What follows belongs to an exercise in optimizing a design on an open flow for small area; a production flow would make more cautious choices. Only simulation tests tie the RTL to the original design; equivalence was not proved. The flow treats the clock pin as an ideal source. Dropping or thinning the clock tree relies on that and would not hold on a real chip. Power and IR drop assume default switching activity.

==> module Display, before the edit <==
module Display (dig, seg);
input [3:0] dig;
output [6:0] seg;
assign seg =
	(dig == 4'd0) ? 7'b1000000 :
	(dig == 4'd1) ? 7'b1111001 :
	(dig == 4'd2) ? 7'b0100100 :
	(dig == 4'd3) ? 7'b0110000 :
	(dig == 4'd4) ? 7'b0011001 :
	(dig == 4'd5) ? 7'b0010010 :
	(dig == 4'd6) ? 7'b0000010 :
	(dig == 4'd7) ? 7'b1111000 :
	(dig == 4'd8) ? 7'b0000000 :
	(dig == 4'd9) ? 7'b0010000 : 7'b1111111;
endmodule
Settings: LEC_CHECK=0, ABC_AREA=1, CAP_MARGIN=20, CORE_MARGIN=2, CORE_UTILIZATION=40, GPL_TIMING_DRIVEN=0, PLACE_DENSITY=0.6, SLEW_MARGIN=20; clock period 10.0 ns.
standard.sh (not shown) runs the stock make flow with config.mk's settings and CLKGATE_MAP_FILE= SYNTH_SCRIPT=/design/flow/synth_recipe.tcl, a recipe that flattens the netlist after the stock synthesis.
==> flow/flow/run.sh <==
#!/bin/bash
# Own flow: the standard layout, with
#  - an area-only ABC mapping script for the combinational logic (and no
#    half/full-adder cells, which the mapper cannot resize away),
#  - single-strength port buffers,
#  - the clock tree rebuilt after CTS as one level of leaf buffers driven by the
#    clock port (flow/reclk.tcl), falling back to CTS's tree without its root
#    buffer (flow/unroot.tcl).
set -euo pipefail
here=$(pwd)
rm -rf "$here/scripts_area"
cp -r "$FLOW_HOME/scripts" "$here/scripts_area"
cp "$here/flow/abc_area.script" "$here/scripts_area/abc_area.script"
bash standard.sh SCRIPTS_DIR="$here/scripts_area" ADDER_MAP_FILE= synth > "$here/synth.log" 2>&1
knobs=(BUFFER_PORTS_ARGS="-buffer_cell sky130_fd_sc_hd__buf_1" CTS_ARGS="$(cat "$here/flow/cts_args")")
bash standard.sh "${knobs[@]}" cts > "$here/layout_to_cts.log" 2>&1
res="$here/orfs/results/$FLOW_PLATFORM/Watch/base"
plat="$FLOW_HOME/platforms/$FLOW_PLATFORM"
if LIB="$plat/lib/sky130_fd_sc_hd__tt_025C_1v80.lib" PLATFORM_DIR="$plat" \
   IN_DB="$res/4_cts.odb" IN_SDC="$res/4_cts.sdc" OUT_DB="$res/4_cts_new.odb" CLK_PORT=CLK_IN \
   LEAF_BUFS="sky130_fd_sc_hd__clkbuf_4 sky130_fd_sc_hd__clkbuf_8 sky130_fd_sc_hd__clkbuf_16" SLEW_LIMIT=0.120 \
   openroad -no_init -exit "$here/flow/reclk.tcl" > "$here/reclk.log" 2>&1; then
  mv "$res/4_cts_new.odb" "$res/4_cts.odb"
else
  IN_DB="$res/4_cts.odb" OUT_DB="$res/4_cts_new.odb" CLK_PORT=CLK_IN \
    openroad -no_init -exit "$here/flow/unroot.tcl" > "$here/unroot.log" 2>&1
  mv "$res/4_cts_new.odb" "$res/4_cts.odb"
fi
bash standard.sh "${knobs[@]}" > "$here/layout_from_cts.log" 2>&1
Other scripts of this flow, unchanged in this note and not shown: flow/flow/abc_area.script, flow/flow/cts_args, flow/flow/reclk.tcl, flow/flow/unroot.tcl
Edit:
--- a/flow/design.v
+++ b/flow/design.v
@@ -105,15 +105,25 @@
 input [3:0] dig;
 output [6:0] seg;
-assign seg =
-	(dig == 4'd0) ? 7'b1000000 :
-	(dig == 4'd1) ? 7'b1111001 :
-	(dig == 4'd2) ? 7'b0100100 :
-	(dig == 4'd3) ? 7'b0110000 :
-	(dig == 4'd4) ? 7'b0011001 :
-	(dig == 4'd5) ? 7'b0010010 :
-	(dig == 4'd6) ? 7'b0000010 :
-	(dig == 4'd7) ? 7'b1111000 :
-	(dig == 4'd8) ? 7'b0000000 :
-	(dig == 4'd9) ? 7'b0010000 : 7'b1111111;
+reg [6:0] s;
+always @(*)
+	case (dig)
+		4'd0: s = 7'b1000000;
+		4'd1: s = 7'b1111001;
+		4'd2: s = 7'b0100100;
+		4'd3: s = 7'b0110000;
+		4'd4: s = 7'b0011001;
+		4'd5: s = 7'b0010010;
+		4'd6: s = 7'b0000010;
+		4'd7: s = 7'b1111000;
+		4'd8: s = 7'b0000000;
+		4'd9: s = 7'b0010000;
+		4'd10: s = 7'b1111110;
+		4'd11: s = 7'b1111110;
+		4'd12: s = 7'b1111111;
+		4'd13: s = 7'b1111110;
+		4'd14: s = 7'b1111111;
+		4'd15: s = 7'b1111110;
+	endcase
+assign seg = s;
 endmodule
 module Watch (CLK_IN, RST, N_F, S_HM, DISPLAY, DISPLAY_EN1, DISPLAY_EN2, DISPLAY_EN3, DISPLAY_EN4);
After rerunning:
- The new run finished with timing, DRC and antenna clean
- total power stays flat
- sequential cell count does not change
- routed wire length came out higher by about 2%
- cell count does not change
- via count came out lower by 2.1%
In every run of this note, the design's own scripts or RTL, not TritonCTS, make the clock network.

-- re-timing with driven ports --
In the flow no input, the clock included, has a driving cell. The finished layouts below were timed again as built, in two steps.
Step 1 assumes that a clkbuf_16 drives the clock port and a buf_2 every other input.
Step 2 times the ports against the registers' clock, not the clock port: input delays grow and output delays shrink by t, the midpoint of the rising clock arrivals with the driver on.
Three values: ideal, step 1, step 2; two values: the first two.
run	t (ns)	setup WS [ns]	worst data-port slew with drivers (ns)
the first run	0.196	4.619 / 4.640 / 4.445	0.03
the second run	0.200	5.320 / 5.345 / 5.145	0.03
After both steps every run listed still meets setup and hold. For the second run, which loses most, drivers alone change the setup slack by +0.025 ns; drivers and shift together by -0.175 ns.
